This is an optimization exercise on Yosys and OpenROAD, whose aim is a short achievable clock period and few clock cycles, not a production implementation. Function was checked by simulation only, so behaviour that the tests miss may differ from the original. No activity file was given, so power comes from the tool's default toggle rates.

==> inputs of trial 20 <==
==> flow/design.v (excerpt) <==
module cpu (
    input  logic        clk, reset,
    output logic [31:0] pc,
    input  logic [31:0] instr,
    output logic        memwrite,
    output logic [31:0] aluout, writedata,
    input  logic [31:0] readdata
);
    logic [31:0] pc_q;
    logic        x_valid;
    logic [31:0] x_ir, x_pc4;
    logic        m_we, m_load, m_memwrite;
    logic [4:0]  m_rd;
    logic [31:0] m_res, m_wdata;
    logic        w_we;
    logic [4:0]  w_rd;
    logic [31:0] w_res;
    logic        mul_v;
    logic [31:0] mul_a, mul_b;
    logic [63:0] hs, hc;
    logic [5:0] op, funct;
    logic [4:0] rs, rt, rd;
    assign op    = x_ir[31:26];
    assign funct = x_ir[5:0];
    assign rs    = x_ir[25:21];
    assign rt    = x_ir[20:16];
    assign rd    = x_ir[15:11];
    logic is_r, is_addi, is_lw, is_sw, is_beq;
    assign is_r    = (op == 6'b000000);
    assign is_addi = (op == 6'b001000);
    assign is_lw   = (op == 6'b100011);
    assign is_sw   = (op == 6'b101011);
    assign is_beq  = (op == 6'b000100);
    logic f_add, f_sub, f_and, f_or, f_nor, f_sll, f_srl, f_mult, f_mfhi, f_mflo;
    assign f_add  = is_r & (funct == 6'b100000);
    assign f_sub  = is_r & (funct == 6'b100010);
    assign f_and  = is_r & (funct == 6'b100100);
    assign f_or   = is_r & (funct == 6'b100101);
    assign f_nor  = is_r & (funct == 6'b100111);
    assign f_sll  = is_r & (funct == 6'b000000);
    assign f_srl  = is_r & (funct == 6'b000010);
    assign f_mult = is_r & (funct == 6'b011000);
    assign f_mfhi = is_r & (funct == 6'b010000);
    assign f_mflo = is_r & (funct == 6'b010010);
  ...
export LEC_CHECK = 0
export ABC_CLOCK_PERIOD_IN_PS = 5000
export CAP_MARGIN = 20
export CORE_MARGIN = 2
export CORE_UTILIZATION = 40
export PLACE_DENSITY = 0.6
export SLEW_MARGIN = 20
create_clock -name core_clock -period 22.0 [get_ports {clk}]
standard.sh (not shown) runs the stock make flow with config.mk's settings and CLKGATE_MAP_FILE= SYNTH_SCRIPT=/design/flow/synth_recipe.tcl, a recipe that flattens the netlist after the stock synthesis.
==> flow/flow/run.sh <==
#!/bin/bash
# Own layout flow: the standard ORFS flow (standard.sh, unchanged synthesis and
# SDC), with the resizer's setup repair asked to keep a larger slack margin so that
# it works the paths down towards the period the design can reach, not just the
# 22 ns the SDC sets. Each ORFS step logs to orfs/logs/...; make's own output goes
# to flow_make.log here.
set -euo pipefail
MARGIN=${MARGIN:-16.5}
bash standard.sh SETUP_SLACK_MARGIN=$MARGIN TNS_END_PERCENT=100 finish > flow_make.log 2>&1
==> build 86 (differences from trial 20) <==
==> flow/run.sh (new file) <==
#!/bin/bash
# synth_recipe.tcl (not shown) runs the flow's synth.tcl, then flattens the netlist and writes it again
# the make line also repeats each setting of config.mk as NAME=value (left out here)
make -C /OpenROAD-flow-scripts/flow DESIGN_CONFIG=/design/flow/config.mk WORK_HOME=/design/flow/orfs CLKGATE_MAP_FILE= SYNTH_SCRIPT=/design/flow/synth_recipe.tcl finish
--- a/flow/config.mk
+++ b/flow/config.mk
@@ -5,7 +5,6 @@
 export SDC_FILE = /design/flow/constraint.sdc
 export NUM_CORES = 4
 export LEC_CHECK = 0
-export ABC_CLOCK_PERIOD_IN_PS = 5000
 export CAP_MARGIN = 20
 export CORE_MARGIN = 2
 export CORE_UTILIZATION = 40
removed: flow/flow/run.sh
removed: flow/standard.sh
==> comparison table <==
Reg area: trial 20 39,500 um^2; build 86 39,200 um^2
Number of global-route vias before repair: trial 20 78,828; build 86 75,119
Worst hold endpoint: trial 20 w_rd[4]; build 86 w_rd[0]
Met3 wire length: trial 20 45.1 mm; build 86 32.4 mm
Maximum number of pins on one net before global-route repair: trial 20 80; build 86 114
Switching share of power: trial 20 44.5%; build 86 44.7%
Final HPWL from detailed placement: trial 20 262 mm; build 86 260 mm
Iteration-0 DRC count of the detailed router: trial 20 10,444; build 86 8,389
Clock Power: trial 20 2.62 mW; build 86 2.56 mW
Placement-stage worst setup slack: trial 20 13.18 ns; build 86 13.73 ns
Result of the run: trial 20 complete, no violations; build 86 complete, no violations
Start-to-end type of the worst setup path: trial 20 reg -> out; build 86 reg -> reg
Net switching power: trial 20 9.58 mW; build 86 8.96 mW
TritonCTS Buffers: trial 20 147; build 86 148
Worst-case clock skew: trial 20 0.0685 ns; build 86 0.0569 ns
Final weighted congestion of routability-driven global placement: trial 20 1.03; build 86 1.03
Crit path to: trial 20 writedata[5]; build 86 m_res[31]
Global router's overall resource usage: trial 20 31.8%; build 86 28.3%
Testbench counts of trial 20, summed over its fixed seeds: cycles 17,164.
Testbench counts of build 86, summed over its fixed seeds: cycles 17,164.

## afterwards: timing with drivers on the ports
In the flow no input, the clock included, has a driving cell. The finished layouts below were timed again as built, in two steps.
Step 1, drivers: a clkbuf_16 drives clk and a buf_2 each remaining input, both assumed.
Step 2 also shifts input and output timing later by t, the mid clock arrival at the registers, as if the neighbouring blocks saw the same clock.
Three values: ideal ports, drivers, drivers and shift; two values: the first two.
run | t, ns | slack for setup (ns) | worst setup path at the end | slew at the worst register clock pin (ns) | cell pins on the clock port's net
trial 20 | 0.912 | 16.072 / 15.979 / 15.733 | input to register | 0.07 / 0.07 | 1
build 86 | 0.913 | 13.608 / 13.608 / 13.608 | register to register | 0.07 / 0.07 | 1
After both steps every run listed still meets setup and hold. The setup slack of trial 20, which loses most, moves by -0.093 ns with the drivers and by -0.339 ns with both steps.
